What follows belongs to an exercise in optimizing a design on an open flow for a short achievable clock period and few clock cycles; a production flow would make more cautious choices.
The RTL of this run was laid out without a check of its function.

## design.v

```verilog
module cpu(clock,reset,imem_addr,imem_data,dmem_addr,dmem_we,dmem_wdata,dmem_rdata);
    input clock;
    input reset;
    output [11:0]imem_addr;
    input [15:0]imem_data;
    output [11:0]dmem_addr;
    output dmem_we;
    output [15:0]dmem_wdata;
    input [15:0]dmem_rdata;
    reg [15:0] pc;
    reg [15:0] ir;
    reg        ir_v;
    assign imem_addr = pc[12:1];
    reg [15:0] held;         
    reg        held_v;
    reg        hold;
    reg        e_v;          
    reg [2:0]  e_rd;
    reg        e_ld;         
    reg        e_st;         
    reg [15:0] e_a, e_b, e_sd;
    reg [8:0]  e_sel;        
    reg        m_v;
    reg [2:0]  m_rd;
    reg        m_ld;
    reg        m_st;
    reg [15:0] m_res;
    reg [11:0] m_addr;
    reg [15:0] m_sd;
    reg        w_v;
    reg [2:0]  w_rd;
    reg [15:0] w_val;
    reg [15:0] r1, r2, r3, r4, r5, r6, r7;
    function [15:0] rfread(input [2:0] a, input [15:0] x1, input [15:0] x2, input [15:0] x3,
                           input [15:0] x4, input [15:0] x5, input [15:0] x6, input [15:0] x7);
        case (a)
            3'd1: rfread = x1;
            3'd2: rfread = x2;
            3'd3: rfread = x3;
            3'd4: rfread = x4;
            3'd5: rfread = x5;
            3'd6: rfread = x6;
            3'd7: rfread = x7;
            default: rfread = 16'd0;
        endcase
    endfunction
    assign dmem_addr  = m_addr;
    assign dmem_we    = m_st;
    assign dmem_wdata = m_sd;
    wire [15:0] di = hold ? held : ir;
    wire        dv = hold ? held_v : ir_v;
    wire [3:0]  op  = di[15:12];
    wire [2:0]  rd  = di[11:9];
    wire [2:0]  rs1 = di[8:6];
    wire [2:0]  rs2 = di[5:3];
    wire [15:0] imm = {{10{di[5]}}, di[5:0]};
    wire        is_br  = op[3] & op[2];
    wire        is_st  = (op == 4'b1011);
    wire        is_ld  = (op == 4'b1010);
    wire        use1   = (op != 4'b0000);
    wire        use2   = (op == 4'd1) | (op == 4'd2) | (op == 4'd3) | (op == 4'd4) |
                         (op == 4'd6) | (op == 4'd7) | (op == 4'd8);
    wire        wen    = ~op[3] | (op == 4'd8) | (op == 4'd9) | (op == 4'd10);
    wire [2:0]  rb     = is_st ? rd : rs2;    
    wire [15:0] rf1 = rfread(rs1, r1, r2, r3, r4, r5, r6, r7);
    wire [15:0] rfb = rfread(rb,  r1, r2, r3, r4, r5, r6, r7);
    wire e1 = e_v & (e_rd == rs1) & (rs1 != 3'd0);
    wire m1 = m_v & (m_rd == rs1) & (rs1 != 3'd0);
    wire w1 = w_v & (w_rd == rs1) & (rs1 != 3'd0);
    wire eb = e_v & (e_rd == rb) & (rb != 3'd0);
    wire mb = m_v & (m_rd == rb) & (rb != 3'd0);
    wire wb = w_v & (w_rd == rb) & (rb != 3'd0);
    wire [15:0] mval = m_ld ? dmem_rdata : m_res;
    wire [15:0] v1_noe = m1 ? mval : w1 ? w_val : rf1;
    wire [15:0] vb_noe = mb ? mval : wb ? w_val : rfb;
    wire ld_use = e_v & e_ld & ((use1 & e1) | (use2 & eb));
    wire br_ld  = is_br & ((e1 & e_ld) | (m1 & m_ld));
    wire stall  = dv & (ld_use | br_ld);
    wire [15:0] sum  = e_a + e_b;
    wire [15:0] diff = e_a - e_b;
    wire [15:0] shl  = e_a << e_b[3:0];
    wire [15:0] shr  = e_a >> e_b[3:0];
    wire [15:0] sra1 = ~(16'hffff >> e_b[3:0]) | shr;
    wire [15:0] res =
        ({16{e_sel[0]}} & sum)  | ({16{e_sel[1]}} & diff) |
        ({16{e_sel[2]}} & (e_a & e_b)) | ({16{e_sel[3]}} & (e_a | e_b)) |
        ({16{e_sel[4]}} & ~e_a) | ({16{e_sel[5]}} & shl) |
        ({16{e_sel[6]}} & sra1) | ({16{e_sel[7]}} & shr);
    wire e_zero =
        (e_sel[0] & ((e_a ^ e_b) == {e_a[14:0] | e_b[14:0], 1'b0})) |
        (e_sel[1] & (e_a == e_b)) |
        (e_sel[2] & ((e_a & e_b) == 16'd0)) |
        (e_sel[3] & ((e_a | e_b) == 16'd0)) |
        (e_sel[4] & (e_a == 16'hffff)) |
        (e_sel[5] & (shl == 16'd0)) |
        (e_sel[6] & (sra1 == 16'd0)) |
        (e_sel[7] & (shr == 16'd0)) |
        e_sel[8];
    wire e_sign =
        (e_sel[0] & sum[15]) | (e_sel[1] & diff[15]) |
        (e_sel[2] & e_a[15] & e_b[15]) | (e_sel[3] & (e_a[15] | e_b[15])) |
        (e_sel[4] & ~e_a[15]) | (e_sel[5] & shl[15]) |
        (e_sel[6] & sra1[15]) | (e_sel[7] & shr[15]);
    wire zero1 = e1 ? e_zero : (v1_noe == 16'd0);
    wire sign1 = e1 ? e_sign : v1_noe[15];
    reg  cond;
    always @(*) begin
        case (di[10:9])
            2'b00: cond = zero1;
            2'b01: cond = ~sign1 & ~zero1;
            2'b10: cond = sign1 | zero1;
            default: cond = 1'b0;
        endcase
    end
    wire taken = dv & is_br & cond & ~stall;
    wire [15:0] pc_seq = pc + 16'd2;
    wire [15:0] pc_br  = pc + imm;
    always @(posedge clock) begin
        if (reset) begin
            pc   <= 16'd0;
            ir_v <= 1'b0;
            hold <= 1'b0;
        end else begin
            if (!stall) pc <= taken ? pc_br : pc_seq;
            ir_v <= 1'b1;
            hold <= stall;
        end
        ir     <= imem_data;
        held   <= di;
        held_v <= dv;
    end
    wire [8:0] sel;
    assign sel[0] = (op == 4'd1) | (op == 4'd9) | (op == 4'd10) | (op == 4'd11);
    assign sel[1] = (op == 4'd2);
    assign sel[2] = (op == 4'd3);
    assign sel[3] = (op == 4'd4);
    assign sel[4] = (op == 4'd5);
    assign sel[5] = (op == 4'd6);
    assign sel[6] = (op == 4'd7);
    assign sel[7] = (op == 4'd8);
    assign sel[8] = (op == 4'd0);
    wire use_imm = op[3] & (op[1] | op[0]);    
    always @(posedge clock) begin
        if (reset) begin
            e_v  <= 1'b0;
            e_ld <= 1'b0;
            e_st <= 1'b0;
        end else begin
            e_v  <= dv & ~stall & wen & (rd != 3'd0);
            e_ld <= dv & ~stall & is_ld;
            e_st <= dv & ~stall & is_st;
        end
        e_rd  <= rd;
        e_sel <= sel;
        e_a   <= e1 ? res : v1_noe;
        e_b   <= use_imm ? imm : (eb ? res : vb_noe);
        e_sd  <= eb ? res : vb_noe;
    end
    reg [2:0] e_sdr;
    always @(posedge clock) e_sdr <= rb;
    wire sd_m = m_v & m_ld & (m_rd == e_sdr) & (e_sdr != 3'd0);
    always @(posedge clock) begin
        if (reset) begin
            m_v  <= 1'b0;
            m_ld <= 1'b0;
            m_st <= 1'b0;
        end else begin
            m_v  <= e_v;
            m_ld <= e_ld;
            m_st <= e_st;
        end
        m_rd   <= e_rd;
        m_res  <= res;
        m_addr <= sum[11:0];
        m_sd   <= sd_m ? dmem_rdata : e_sd;
    end
    always @(posedge clock) begin
        if (reset) begin
            w_v <= 1'b0;
        end else begin
            w_v <= m_v;
        end
        w_rd  <= m_rd;
        w_val <= mval;
    end
    always @(posedge clock) begin
        if (w_v & (w_rd == 3'd1)) r1 <= w_val;
        if (w_v & (w_rd == 3'd2)) r2 <= w_val;
        if (w_v & (w_rd == 3'd3)) r3 <= w_val;
        if (w_v & (w_rd == 3'd4)) r4 <= w_val;
        if (w_v & (w_rd == 3'd5)) r5 <= w_val;
        if (w_v & (w_rd == 3'd6)) r6 <= w_val;
        if (w_v & (w_rd == 3'd7)) r7 <= w_val;
    end
endmodule
```

## run.sh

```bash
#!/bin/bash
# synth_recipe.tcl (not shown) runs the flow's synth.tcl, then flattens the netlist and writes it again
# the make line also repeats each setting of config.mk as NAME=value (left out here)
make -C /OpenROAD-flow-scripts/flow DESIGN_CONFIG=/design/flow/config.mk WORK_HOME=/design/flow/orfs CLKGATE_MAP_FILE= SYNTH_SCRIPT=/design/flow/synth_recipe.tcl finish
```

## config.mk

```make
export PLATFORM = sky130hd
export DESIGN_NAME = cpu
export DESIGN_NICKNAME = cpu
export VERILOG_FILES = /design/flow/design.v
export SDC_FILE = /design/flow/constraint.sdc
export NUM_CORES = 4
export LEC_CHECK = 0
export CAP_MARGIN = 20
export CORE_MARGIN = 2
export CORE_UTILIZATION = 40
export SETUP_SLACK_MARGIN = 5
export SLEW_MARGIN = 20
```

## constraint.sdc

```tcl
create_clock -name core_clock -period 8.0 [get_ports {clock}]
set_input_delay 1.6000 -clock core_clock [delete_from_list [all_inputs] [get_ports {clock}]]
set_output_delay 1.6000 -clock core_clock [all_outputs]
set_load 0.01 [all_outputs]
```

==> results.ini <==
[floorplan]
num_io_pins = 75
die_area_sq_um = 43500
die_height_um = 209
coreArea_sq_um = 41100
start_util_pct = 40.7
rows = 74
die_w_um = 209

[min_path]
min_path_cells = 0
hold_class = reg2reg
hold_path.startpoint = held[11]

[timing]
tns_ns = 0
finalSetupViolCount = 0
fin_crit_sh_pct = 51.0
finalWorstPathRequiredPeriod_ns = 4.08
fin_hold_ws_ns = 0.437
slew_headroom_pct = 32.1
max_clock_freq_mhz = 245
rsz0062_at_grt = yes
finalHoldViolCount = 0
worstMarginPinSlew_ns = 1.02
slew_viol_final = 0
fin_skew_ns = 0.0244

[yosys]
yosys.area.top_type = dfxtp_1
synthArstFlopShare_pct = 0
synth_top_family_by_area = compound AO/OA/AOI/OAI gates
synth_cell_type_count = 87
syn_inst = 1729
synth_warnings = 1
synth_mux_area_share_pct = 13.5
ys_ff_latch = 293
ys_seq_area_share_pct = 41.7
syn-num-nets = 1830
syn_area_per_cell_sq_um = 9.69
synth_compound_area_share_pct = 18.7
synthXorXnorAreaFrac_pct = 2.82
yosys.area_share.simple_pct = 12.6
synth.top_cell.area_share_pct = 21.6
synthAdderAreaFrac_pct = 5.14
synth-main-ff-cell = dfxtp_1
syn_area_sq_um = 16700
yosys-top-cells-area = dfxtp_1, edfxtp_1, mux2i_1
synth_edf_count = 112

[global_routing]
grt_max_degree = 47
grt-ovfl-total = 0
grt_use_total_pct = 27.4
grt_pass1_vias = 14828
antenna_found_initial = 0
grt_pass1_wl_um = 91100

[placed_design]
gp_routability_congestion = 0.962
dp_cells = 2238
io_buffers = 74
dp_hpwl_um = 39700

[route]
final_antenna_net_count = 0
avgViaCountPerCell = 6.14
vias = 15113
drtIter0Drc = 1678
routed_wl_um = 62700
drt_pass1_iterations = 6
drc = 0
wl_per_cell_um = 25.5

[power_and_ir_drop]
power.total_mw = 4.91
power_density_nw_per_um2 = 223
ir_worst_vdd_v = 0.000155
leakage_nw = 8.81

[cts]
cts.sinks = 293
root_buffer = clkbuf_16
cts_tree = built
path_clk_slew_ns = 0.06
cts_hold_buf = 0
cts_buffers = 34
htree_levels = 2
clk_latency_ns = 0.56
clock_path_buffers = 3

[finish]
nets = 2003
synthToLayoutAreaGrowth_pct = 31.4
final_cells = 2460
n_antenna_cell = 0
final_core_util_pct = 53.5
drive_gt1_share_pct = 27.7
fill_cells = 3587

[setup_path]
crit_path_start_kind = input pin
r2r_cells = 16
cpMostUsedCell = nand4_1
worst-path-max-fanout = 5
worstSetupPathType = in2reg
max_stage_delay_ns = 0.60
crit_required_ns = 8.46
end_kind = flop
cp-startpoint = dmem_rdata[6]
r2r_start = hold
cpMaxStageDelayCell = mux2i_1
arrival_ns = 4.55
worstPathCellList = clkdlybuf4s50_1 -> mux2i_1 -> nand4_1 -> o21ai_0 -> nand4_1 -> o21ai_2 -> nor4_2 -> o31a_1 -> buf_6 -> clkbuf_16 -> o31ai_2 -> o2bb2ai_1

[run]
maxCapViolCount = 0

[status]
status = complete, no violations

[kinds of logic after synthesis]
family	count (synthesis)
xor+xnor	54
fa+ha+maj	67
buf+inv	221
simple gates	454
mux	190
flops	293
compound gates	450
[cells in the mapped netlist (all sizes together), types with 20 or more instances]
master / count
a221oi: 26
xnor2: 31
mux2: 59
nand3: 26
buf: 47
dfxtp: 181
a32oi: 21
nor2: 104
nand2: 181
a21oi: 104
nor2b: 23
inv: 98
mux2i: 111
edfxtp: 112
ha: 64
nand4: 22
a31oi: 21
mux4: 20
o21ai: 81
xor2: 23
clkbuf: 76
nor3: 27
o22ai: 23
[power by group]
| part | switching (mW) | internal, mW | total [mW] |
|---|---|---|---|
| clock network | 0.648 | 0.937 | 1.59 |
| registers | 0.169 | 1.73 | 1.90 |
| logic | 0.802 | 0.620 | 1.42 |
| total | 1.62 | 3.29 | 4.91 |
[through the flow]
step / setup WS (ns) / area (sq um)
3_3_place_gp: 2.85 / 18100
2_1_floorplan: 4.30 / 17100
5_1_grt: 3.88 / 22000
6_report: 3.92 / 22000
3_5_place_dp: 2.84 / 18100
4_1_cts: 4.12 / 21100
[final timing paths]
check | endpoint | slack (ns)
worst min-delay path | m_rd[2] | 0.44
worst max register to register | pc[3] | 3.94
worst min register to register | m_rd[2] | 0.44
worst max-delay path | pc[3] | 3.92
[flip-flops by register name (all words and copies together), names as in the netlist, 3 cells and up]
signal / count
e_b: 16
m_sd: 16
e_sd: 16
held: 16
r5: 16
ir: 16
r3: 16
e_sel: 9
r4: 16
pc: 13
w_rd: 3
r2: 16
r1: 16
e_sdr: 3
m_res: 16
m_addr: 12
w_val: 16
e_a: 16
m_rd: 3
r7: 16
r6: 16
[worst max-delay path: cells and delay by family]
kind	cells	cell delay [ns]
AOI/OAI and AO/OA	5	1.09
buffers and inverters	3	0.78
and+or+nand+nor	3	0.47
muxes	1	0.60
[layout make-up]
type                            count  area, sq um  area share (%)
Clock buffer                       45          942            4.28
Clock inverter                     17          196           0.893
Inverter                           98          429            1.95
Multi-Input combinational cell   1218         9990            45.4
Sequential cell                   293         7060            32.1
Tap cell                          532          666            3.03
Timing Repair Buffer              254         2690            12.2
Timing Repair inverter              3         30.0           0.136
[cells in the final DEF, fill, tap and decap left out, drive strengths merged, types with 18 or more instances in the layout]
cell	count
ha	64
mux2	59
a21o	18
dlygate4sd2	30
a21oi	104
o22ai	23
nand4	22
a22oi	19
inv	99
nand2	182
xor2	23
clkbuf	48
a221oi	26
edfxtp	112
xnor2	31
nor3	27
mux2i	111
nor2	104
mux4	20
a31oi	22
a32oi	21
o21ai	81
nand3	26
nor2b	23
buf	172
dfxtp	181
clkdlybuf4s50	39
[layer usage]
| metal | vias to the layer above | wire, um | track usage [%] |
|---|---|---|---|
| met5 | - | 0 | 0 |
| met4 | 0 | 3130 | 13.3 |
| met3 | 211 | 4990 | 4.64 |
| met2 | 810 | 30200 | 46.7 |
| met1 | 7353 | 24400 | 33.7 |
| li1 | 6739 | - | - |
[repair_timing]
action                                  CTS  global route
pin swaps                                52            61
cloned                                   11             7
gates resized for setup                 230            99
endpoints found under the setup margin  115            72
setup buffers                           102            40
hold endpoints to repair                  0             0

-- port drivers added, routing unchanged --
The results above use ideal ports. As a check the final layout listed here was re-extracted and re-timed, cells and wires unchanged. Step 1 sets driving cells, clkbuf_16 on the clock port and buf_2 on the other inputs (assumed; they add their load-dependent delay and slew). Step 2, shift: input delay + t, output delay - t, t = (earliest + latest rising clock arrival at the registers) / 2. This alone moves slack from input paths to output paths. a / b / c = no drivers / after step 1 / after step 2; a / b = the first two.
t, ns: 0.599
setup WS [ns]: 3.919 / 3.937 / 3.354
worst hold slack (ns): 0.437 / 0.437 / 0.437
slew at the worst register clock pin (ns): 0.06 / 0.06
After both steps setup and hold are still met in this run. For this run, drivers alone change the setup slack by +0.018 ns; drivers and shift together by -0.565 ns.
